What follows belongs to an exercise in optimizing a design on an open flow for small area and a short achievable clock period; a production flow would make more cautious choices.
In this exercise RTL edits were held to simulation tests only and were not proved equivalent to the original.
No activity file was given, so power comes from the tool's default toggle rates.

==> job 5525 <==
// sysarray_flat
module sysarray_flat (
    input  wire         clk,
    input  wire         rst,
    input  wire         clr,
    input  wire [23:0]  a_left,
    input  wire [23:0]  b_top,
    output wire [161:0] acc_out
);
    sysarray u_arr (
        .clk(clk),
        .rst(rst),
        .clr(clr),
        .left(a_left),
        .top(b_top),
        .out(acc_out)
    );
endmodule
clock: 5.0 ns
lec_check: 0
cap_margin: 20
core_margin: 2
core_utilization: 40
cts_buf_list: sky130_fd_sc_hd__clkbuf_4 sky130_fd_sc_hd__clkbuf_8
cts_cluster_diameter: 60
cts_cluster_size: 16
setup_slack_margin: 1.1
slew_margin: 20
synth_hierarchical: 1
synth_minimum_keep_size: 0
tns_end_percent: 30
standard.sh (not shown) runs the stock make flow with config.mk's settings and CLKGATE_MAP_FILE= SYNTH_SCRIPT=/design/flow/synth_recipe.tcl, a recipe that flattens the netlist after the stock synthesis.
==> flow/flow/run.sh <==
#!/bin/bash
set -euo pipefail
export BUFFER_PORTS_ARGS="-buffer_cell sky130_fd_sc_hd__buf_1"
export PRE_RESIZE_TCL="$PWD/flow/pre_resize.tcl"
bash standard.sh > standard.log 2>&1
==> flow/flow/pre_resize.tcl <==
# Input-port buffers (named input* by buffer_ports) to buf_4.
set n 0
foreach inst [get_cells input*] {
  if { [get_property $inst ref_name] == "sky130_fd_sc_hd__buf_1" } {
    replace_cell $inst sky130_fd_sc_hd__buf_4
    incr n
  }
}
puts "pre_resize: $n input buffers made sky130_fd_sc_hd__buf_4"
==> job 8370: changes against job 5525 <==
--- a/flow/design.v
+++ b/flow/design.v
@@ -5,13 +5,13 @@
     input  logic        rst,
     input  logic        clr,
     input  logic [7:0]  a_in,
     input  logic [7:0]  b_in,
     output logic [17:0] acc_out
 );
-    logic [17:0] sum;
+    logic [17:0] rx, ry, sum;
     logic pp0_0;
     logic pp0_1;
     logic pp0_2;
     logic pp0_3;
     logic pp0_4;
     logic pp0_5;
@@ -112,13 +112,12 @@
     logic fa_s12;
     logic fa_c12;
     logic fa_s13;
     logic fa_c13;
     logic fa_s14;
     logic fa_c14;
-    logic iv_s0;
     logic fa_s15;
     logic fa_c15;
     logic fa_s16;
     logic fa_c16;
     logic fa_s17;
     logic fa_c17;
@@ -197,20 +196,22 @@
     logic fx_s12_xy;
     logic fx_s13;
     logic fx_c13;
     logic fx_s13_xy;
     logic fa_s33;
     logic fa_c33;
-    logic ha_s7;
-    logic ha_c7;
-    logic rc_s0;
-    logic rc_c0;
-    logic rc_s1;
-    logic rc_c1;
-    logic rc_s2;
-    logic rc_c2;
+    logic inv_s0;
+    logic inv_c0;
+    logic inv_s1;
+    logic inv_c1;
+    logic inv_s2;
+    logic inv_c2;
+    logic cpc0;
+    logic cpc1;
+    logic cpc2;
+    logic cpc3;
     logic pp_p4;
     logic pp_g4;
     logic pp_p5;
     logic pp_g5;
     logic pp_p6;
     logic pp_g6;
@@ -229,19 +230,16 @@
     logic pp_p13;
     logic pp_g13;
     logic pp_p14;
     logic pp_g14;
     logic pp_p15;
     logic pp_g15;
-    logic iv_s1;
     logic pp_p16;
     logic pp_g16;
-    logic iv_s2;
     logic pp_p17;
     logic pp_g17;
-    logic iv_s3;
     logic pg1;
     logic pg2;
     logic pq3;
     logic pg4;
     logic pq5;
     logic pg6;
@@ -355,13 +353,13 @@
     ha u_ha_s0 (.x(acc_out[5]), .y(pp0_5), .s(ha_s0), .c(ha_c0));
     fa u_fa_s0 (.x(pp1_5), .y(acc_out[6]), .z(pp0_6), .s(fa_s0), .c(fa_c0));
     ha u_ha_s1 (.x(pp2_4), .y(pp3_3), .s(ha_s1), .c(ha_c1));
     fa u_fa_s1 (.x(pp1_6), .y(acc_out[7]), .z(pp0_7), .s(fa_s1), .c(fa_c1));
     fa u_fa_s2 (.x(pp4_3), .y(pp2_5), .z(pp3_4), .s(fa_s2), .c(fa_c2));
     ha u_ha_s2 (.x(pp5_2), .y(pp6_1), .s(ha_s2), .c(ha_c2));
-    assign fa1_s0 = acc_out[8] ^ pp1_7;
+    assign fa1_s0 = ~(acc_out[8] ^ pp1_7);
     assign fa1_c0 = acc_out[8] | pp1_7;
     fa u_fa_s3 (.x(pp4_4), .y(pp2_6), .z(pp3_5), .s(fa_s3), .c(fa_c3));
     fa u_fa_s4 (.x(pp7_1), .y(pp5_3), .z(pp6_2), .s(fa_s4), .c(fa_c4));
     fa u_fa_s5 (.x(pp3_6), .y(acc_out[9]), .z(pp2_7), .s(fa_s5), .c(fa_c5));
     fa u_fa_s6 (.x(pp6_3), .y(pp4_5), .z(pp5_4), .s(fa_s6), .c(fa_c6));
     fa u_fa_s7 (.x(pp4_6), .y(acc_out[10]), .z(pp3_7), .s(fa_s7), .c(fa_c7));
@@ -371,14 +369,13 @@
     fa u_fa_s9 (.x(pp3_2), .y(pp1_4), .z(pp2_3), .s(fa_s9), .c(fa_c9));
     fa u_fa_s10 (.x(ha_s0), .y(pp4_1), .z(pp5_0), .s(fa_s10), .c(fa_c10));
     fa u_fa_s11 (.x(pp6_0), .y(pp4_2), .z(pp5_1), .s(fa_s11), .c(fa_c11));
     fa u_fa_s12 (.x(fa_s0), .y(ha_c0), .z(ha_s1), .s(fa_s12), .c(fa_c12));
     fa u_fa_s13 (.x(ha_s2), .y(pp7_0), .z(ha_c1), .s(fa_s13), .c(fa_c13));
     fa u_fa_s14 (.x(fa_s2), .y(fa_c0), .z(fa_s1), .s(fa_s14), .c(fa_c14));
-    pinv u_iv_s0 (.a(fa1_s0), .y(iv_s0));
-    fa u_fa_s15 (.x(fa_c1), .y(ha_c2), .z(iv_s0), .s(fa_s15), .c(fa_c15));
+    fa u_fa_s15 (.x(fa_c1), .y(ha_c2), .z(fa1_s0), .s(fa_s15), .c(fa_c15));
     fa u_fa_s16 (.x(fa_s4), .y(fa_c2), .z(fa_s3), .s(fa_s16), .c(fa_c16));
     fa u_fa_s17 (.x(fa_c3), .y(pp7_2), .z(fa1_c0), .s(fa_s17), .c(fa_c17));
     fa u_fa_s18 (.x(fa_s6), .y(fa_c4), .z(fa_s5), .s(fa_s18), .c(fa_c18));
     fa u_fa_s19 (.x(pp7_3), .y(pp5_5), .z(pp6_4), .s(fa_s19), .c(fa_c19));
     fa u_fa_s20 (.x(fa_s7), .y(fa_c5), .z(fa_c6), .s(fa_s20), .c(fa_c20));
     fa u_fa_s21 (.x(pp5_6), .y(acc_out[11]), .z(pp4_7), .s(fa_s21), .c(fa_c21));
@@ -435,38 +432,39 @@
     xor2m u_fx_s12 (.a(fx_s12_xy), .b(fx_c4), .y(fx_s12));
     maj3m u_fx_c12 (.a(fa_c22), .b(fa_s28), .c(fx_c4), .y(fx_c12));
     xor2m u_fx_s13_xy (.a(fa_c23), .b(fa_s29), .y(fx_s13_xy));
     xor2m u_fx_s13 (.a(fx_s13_xy), .b(fa_c28), .y(fx_s13));
     maj3m u_fx_c13 (.a(fa_c23), .b(fa_s29), .c(fa_c28), .y(fx_c13));
     fa u_fa_s33 (.x(fa_c29), .y(acc_out[14]), .z(pp7_7), .s(fa_s33), .c(fa_c33));
-    ha u_ha_s7 (.x(acc_out[0]), .y(pp0_0), .s(ha_s7), .c(ha_c7));
-    fa u_rc_s0 (.x(ha_c7), .y(pp1_0), .z(ha_s6), .s(rc_s0), .c(rc_c0));
-    fa u_rc_s1 (.x(rc_c0), .y(ha_c6), .z(fa_s30), .s(rc_s1), .c(rc_c1));
-    fa u_rc_s2 (.x(rc_c1), .y(fa_c30), .z(fa_s31), .s(rc_s2), .c(rc_c2));
-    pinv u_iv_s1 (.a(acc_out[15]), .y(iv_s1));
-    pinv u_iv_s2 (.a(acc_out[16]), .y(iv_s2));
-    pinv u_iv_s3 (.a(acc_out[17]), .y(iv_s3));
-    assign sum[0] = ha_s7;
-    assign sum[1] = rc_s0;
-    assign sum[2] = rc_s1;
-    assign sum[3] = rc_s2;
+    assign inv_s0 = ~acc_out[15];
+    assign inv_c0 = acc_out[15];
+    assign inv_s1 = ~acc_out[16];
+    assign inv_c1 = acc_out[16];
+    assign inv_s2 = ~acc_out[17];
+    assign inv_c2 = acc_out[17];
+    assign rx = {inv_c1, inv_c0, inv_s0, fa_s33, fx_s13, fx_s12, fx_s11, fx_c9, fx_c8, fx_c7, fx_c6, fx_c5, fa_c32, fa_c31, fa_c30, ha_c6, pp1_0, acc_out[0]};
+    assign ry = {inv_s2, inv_s1, fa_c33, fx_c13, fx_c12, fx_c11, fx_c10, fx_s10, fx_s9, fx_s8, fx_s7, fx_s6, fx_s5, fa_s32, fa_s31, fa_s30, ha_s6, pp0_0};
+    ha u_cpa0 (.x(acc_out[0]), .y(pp0_0), .s(sum[0]), .c(cpc0));
+    fa u_cpa1 (.x(cpc0), .y(pp1_0), .z(ha_s6), .s(sum[1]), .c(cpc1));
+    fa u_cpa2 (.x(cpc1), .y(ha_c6), .z(fa_s30), .s(sum[2]), .c(cpc2));
+    fa u_cpa3 (.x(cpc2), .y(fa_c30), .z(fa_s31), .s(sum[3]), .c(cpc3));
     ha u_hpg4 (.x(fa_c31), .y(fa_s32), .s(pp_p4), .c(pp_g4));
     ha u_hpg5 (.x(fa_c32), .y(fx_s5), .s(pp_p5), .c(pp_g5));
     ha u_hpg6 (.x(fx_c5), .y(fx_s6), .s(pp_p6), .c(pp_g6));
     ha u_hpg7 (.x(fx_c6), .y(fx_s7), .s(pp_p7), .c(pp_g7));
     ha u_hpg8 (.x(fx_c7), .y(fx_s8), .s(pp_p8), .c(pp_g8));
     ha u_hpg9 (.x(fx_c8), .y(fx_s9), .s(pp_p9), .c(pp_g9));
     ha u_hpg10 (.x(fx_c9), .y(fx_s10), .s(pp_p10), .c(pp_g10));
-    ha u_hpg11 (.x(fx_c10), .y(fx_s11), .s(pp_p11), .c(pp_g11));
-    ha u_hpg12 (.x(fx_c11), .y(fx_s12), .s(pp_p12), .c(pp_g12));
-    ha u_hpg13 (.x(fx_c12), .y(fx_s13), .s(pp_p13), .c(pp_g13));
-    ha u_hpg14 (.x(fx_c13), .y(fa_s33), .s(pp_p14), .c(pp_g14));
-    ha u_hpg15 (.x(fa_c33), .y(iv_s1), .s(pp_p15), .c(pp_g15));
-    ha u_hpg16 (.x(acc_out[15]), .y(iv_s2), .s(pp_p16), .c(pp_g16));
-    ha u_hpg17 (.x(acc_out[16]), .y(iv_s3), .s(pp_p17), .c(pp_g17));
-    paoi u_pg1 (.g1(pp_g4), .p1(pp_p4), .g0(rc_c2), .y(pg1));
+    ha u_hpg11 (.x(fx_s11), .y(fx_c10), .s(pp_p11), .c(pp_g11));
+    ha u_hpg12 (.x(fx_s12), .y(fx_c11), .s(pp_p12), .c(pp_g12));
+    ha u_hpg13 (.x(fx_s13), .y(fx_c12), .s(pp_p13), .c(pp_g13));
+    ha u_hpg14 (.x(fa_s33), .y(fx_c13), .s(pp_p14), .c(pp_g14));
+    ha u_hpg15 (.x(inv_s0), .y(fa_c33), .s(pp_p15), .c(pp_g15));
+    ha u_hpg16 (.x(inv_c0), .y(inv_s1), .s(pp_p16), .c(pp_g16));
+    ha u_hpg17 (.x(inv_c1), .y(inv_s2), .s(pp_p17), .c(pp_g17));
+    paoi u_pg1 (.g1(pp_g4), .p1(pp_p4), .g0(cpc3), .y(pg1));
     paoi u_pg2 (.g1(pp_g6), .p1(pp_p6), .g0(pp_g5), .y(pg2));
     pnand u_pq3 (.a(pp_p6), .b(pp_p5), .y(pq3));
     paoi u_pg4 (.g1(pp_g8), .p1(pp_p8), .g0(pp_g7), .y(pg4));
     pnand u_pq5 (.a(pp_p8), .b(pp_p7), .y(pq5));
     paoi u_pg6 (.g1(pp_g10), .p1(pp_p10), .g0(pp_g9), .y(pg6));
     pnand u_pq7 (.a(pp_p10), .b(pp_p9), .y(pq7));
@@ -509,13 +507,13 @@
     poai u_pg44 (.g1(pg24), .p1(pq26), .g0(pg34), .y(pg44));
     pinv u_pn45 (.a(pg34), .y(pn45));
     paoi u_pg46 (.g1(pg27), .p1(pq28), .g0(pn45), .y(pg46));
     poai u_pg47 (.g1(pg35), .p1(pq36), .g0(pg34), .y(pg47));
     pinv u_pn48 (.a(pg34), .y(pn48));
     paoi u_pg49 (.g1(pg38), .p1(pq40), .g0(pn48), .y(pg49));
-    assign sum[4] = pp_p4 ^ rc_c2;
+    assign sum[4] = pp_p4 ^ cpc3;
     assign sum[5] = ~(pp_p5 ^ pg1);
     assign sum[6] = ~(pp_p6 ^ pg15);
     assign sum[7] = pp_p7 ^ pg16;
     assign sum[8] = ~(pp_p8 ^ pg29);
     assign sum[9] = pp_p9 ^ pg31;
     assign sum[10] = pp_p10 ^ pg33;
@@ -538,20 +536,31 @@
     output logic s,
     output logic c
 );
     assign s = x ^ y ^ z;
     assign c = (x & y) | (x & z) | (y & z);
 endmodule
-module ha (
+module bsel (
+    input  logic one,
+    input  logic two,
+    input  logic neg,
     input  logic x,
     input  logic y,
-    output logic s,
-    output logic c
+    output logic p
 );
-    assign s = x ^ y;
-    assign c = x & y;
+    assign p = ((one & x) | (two & y)) ^ neg;
+endmodule
+module bseln (
+    input  logic one,
+    input  logic two,
+    input  logic neg,
+    input  logic x,
+    input  logic y,
+    output logic p
+);
+    assign p = ~(((one & x) | (two & y)) ^ neg);
 endmodule
 module xor2m (input logic a, input logic b, output logic y);
     assign y = a ^ b;
 endmodule
 module maj3m (input logic a, input logic b, input logic c, output logic y);
     assign y = (a & b) | (c & (a | b));
@@ -568,12 +577,21 @@
 module pnor (input logic a, input logic b, output logic y);
     assign y = ~(a | b);
 endmodule
 module pinv (input logic a, output logic y);
     assign y = ~a;
 endmodule
+module ha (
+    input  logic x,
+    input  logic y,
+    output logic s,
+    output logic c
+);
+    assign s = x ^ y;
+    assign c = x & y;
+endmodule
 `default_nettype none
 `timescale 1ns/1ns
 module sysarray (
     input  logic               clk,
     input  logic               rst,
     input  logic               clr,
==> flow/flow/run.sh (replaced) <==
#!/bin/bash
# The standard layout, with every port buffered by the smallest buffer
# (sky130_fd_sc_hd__buf_1) rather than the cell buffer_ports picks by itself;
# repair_design and repair_timing resize them afterwards where needed.
set -euo pipefail
export BUFFER_PORTS_ARGS="-buffer_cell sky130_fd_sc_hd__buf_1"
bash standard.sh > standard.log 2>&1
CTS_CLUSTER_DIAMETER = not set   (was 60)
CTS_CLUSTER_SIZE = not set   (was 16)
SETUP_SLACK_MARGIN = 0.9   (was 1.1)
TNS_END_PERCENT = not set   (was 30)
removed: flow/flow/pre_resize.tcl
==> comparison <==
Job 5525 passed the timing, design-rule and antenna checks. Job 8370 produced a clean layout. In job 8370 the non-clock buffer count is higher than in job 5525, by 9. Of job 8370 and job 5525, job 8370 has the higher synthesized cell count (gap about 1%, measured against job 5525). Final area is about the same in job 5525 and job 8370. Of job 5525 and job 8370, job 8370 has the higher count of clock-buffer cells in the layout (gap 34). Against job 8370, the die area of job 5525 is smaller by about 0.7%. In job 5525 the routed wire length is lower than in job 8370, by 0.37%. Between job 8370 and job 5525, the lower power is in job 5525 (gap about 3%, measured against job 5525). In flip-flop and latch count, job 8370 and job 5525 do not differ.
==> figures <==
Fraction of cell area in non-clock buffers: job 8370 3.327%; job 5525 3.563%
Worst hold slack: job 8370 0.5645 ns; job 5525 0.5476 ns
Hold Path Origin: job 8370 u_arr.g_row[0].g_col[0].g_hop.a_q[0]; job 5525 u_arr.g_row[1].g_col[0].g_hop.a_q[3]
Dpl cells: job 8370 3754; job 5525 3745
Pint: job 8370 8.129 mW; job 5525 7.756 mW
Met1 Wirelength: job 8370 29240 µm; job 5525 28490 µm
Via count: job 8370 18990; job 5525 18670
Worst clock skew on the final layout: job 8370 0.02517 ns; job 5525 0.04383 ns
Share of Yosys cell area claimed by the top area cell type: job 8370 24.63%; job 5525 24.81%
Core utilization of the finished layout: job 8370 44.60%; job 5525 44.69%
Power consumed by the clock network: job 8370 2.54 mW; job 5525 2.02 mW
Run status: job 8370 timing/DRC/antenna clean; job 5525 timing/DRC/antenna clean
Worst-margin pin slew: job 8370 0.8246 ns; job 5525 0.6735 ns
Switching power: job 8370 7.012 mW; job 5525 6.932 mW
Total of fill cells in the finished design: job 8370 6508; job 5525 6384
Upper clock frequency limit: job 8370 251.7 MHz; job 5525 260.4 MHz
Parity-gate share of the synthesized area counting xor and xnor cells: job 8370 12.23%; job 5525 12.32%
Number of buffer and inverter stages on the critical path: job 8370 2; job 5525 1

==> re-timing with driven ports <==
In the flow no input, the clock included, has a driving cell. The finished layouts below were timed again as built, in two steps. Step 1 sets driving cells, clkbuf_16 on the clock port and buf_2 on the other inputs (assumed; they add their load-dependent delay and slew). Step 2 also shifts input and output timing later by t, the mid clock arrival at the registers, as if the neighbouring blocks saw the same clock. Slacks: ideal ports / drivers / drivers and shift; pairs: ideal ports / drivers.
run | t, ns | setup WS [ns] | latest minus earliest clock arrival (ns) | worst register clock-pin slew, ns | worst data-port slew with drivers (ns)
job 5525 | 0.663 | 1.160 / 1.160 / 0.543 | 0.044 / 0.044 | 0.10 / 0.10 | 0.08
job 8370 | 0.685 | 1.027 / 1.058 / 0.373 | 0.031 / 0.031 | 0.07 / 0.07 | 0.09
After both steps setup and hold are still met in every run listed. For job 8370, which loses most, drivers alone change the setup slack by +0.031 ns; drivers and shift together by -0.654 ns.
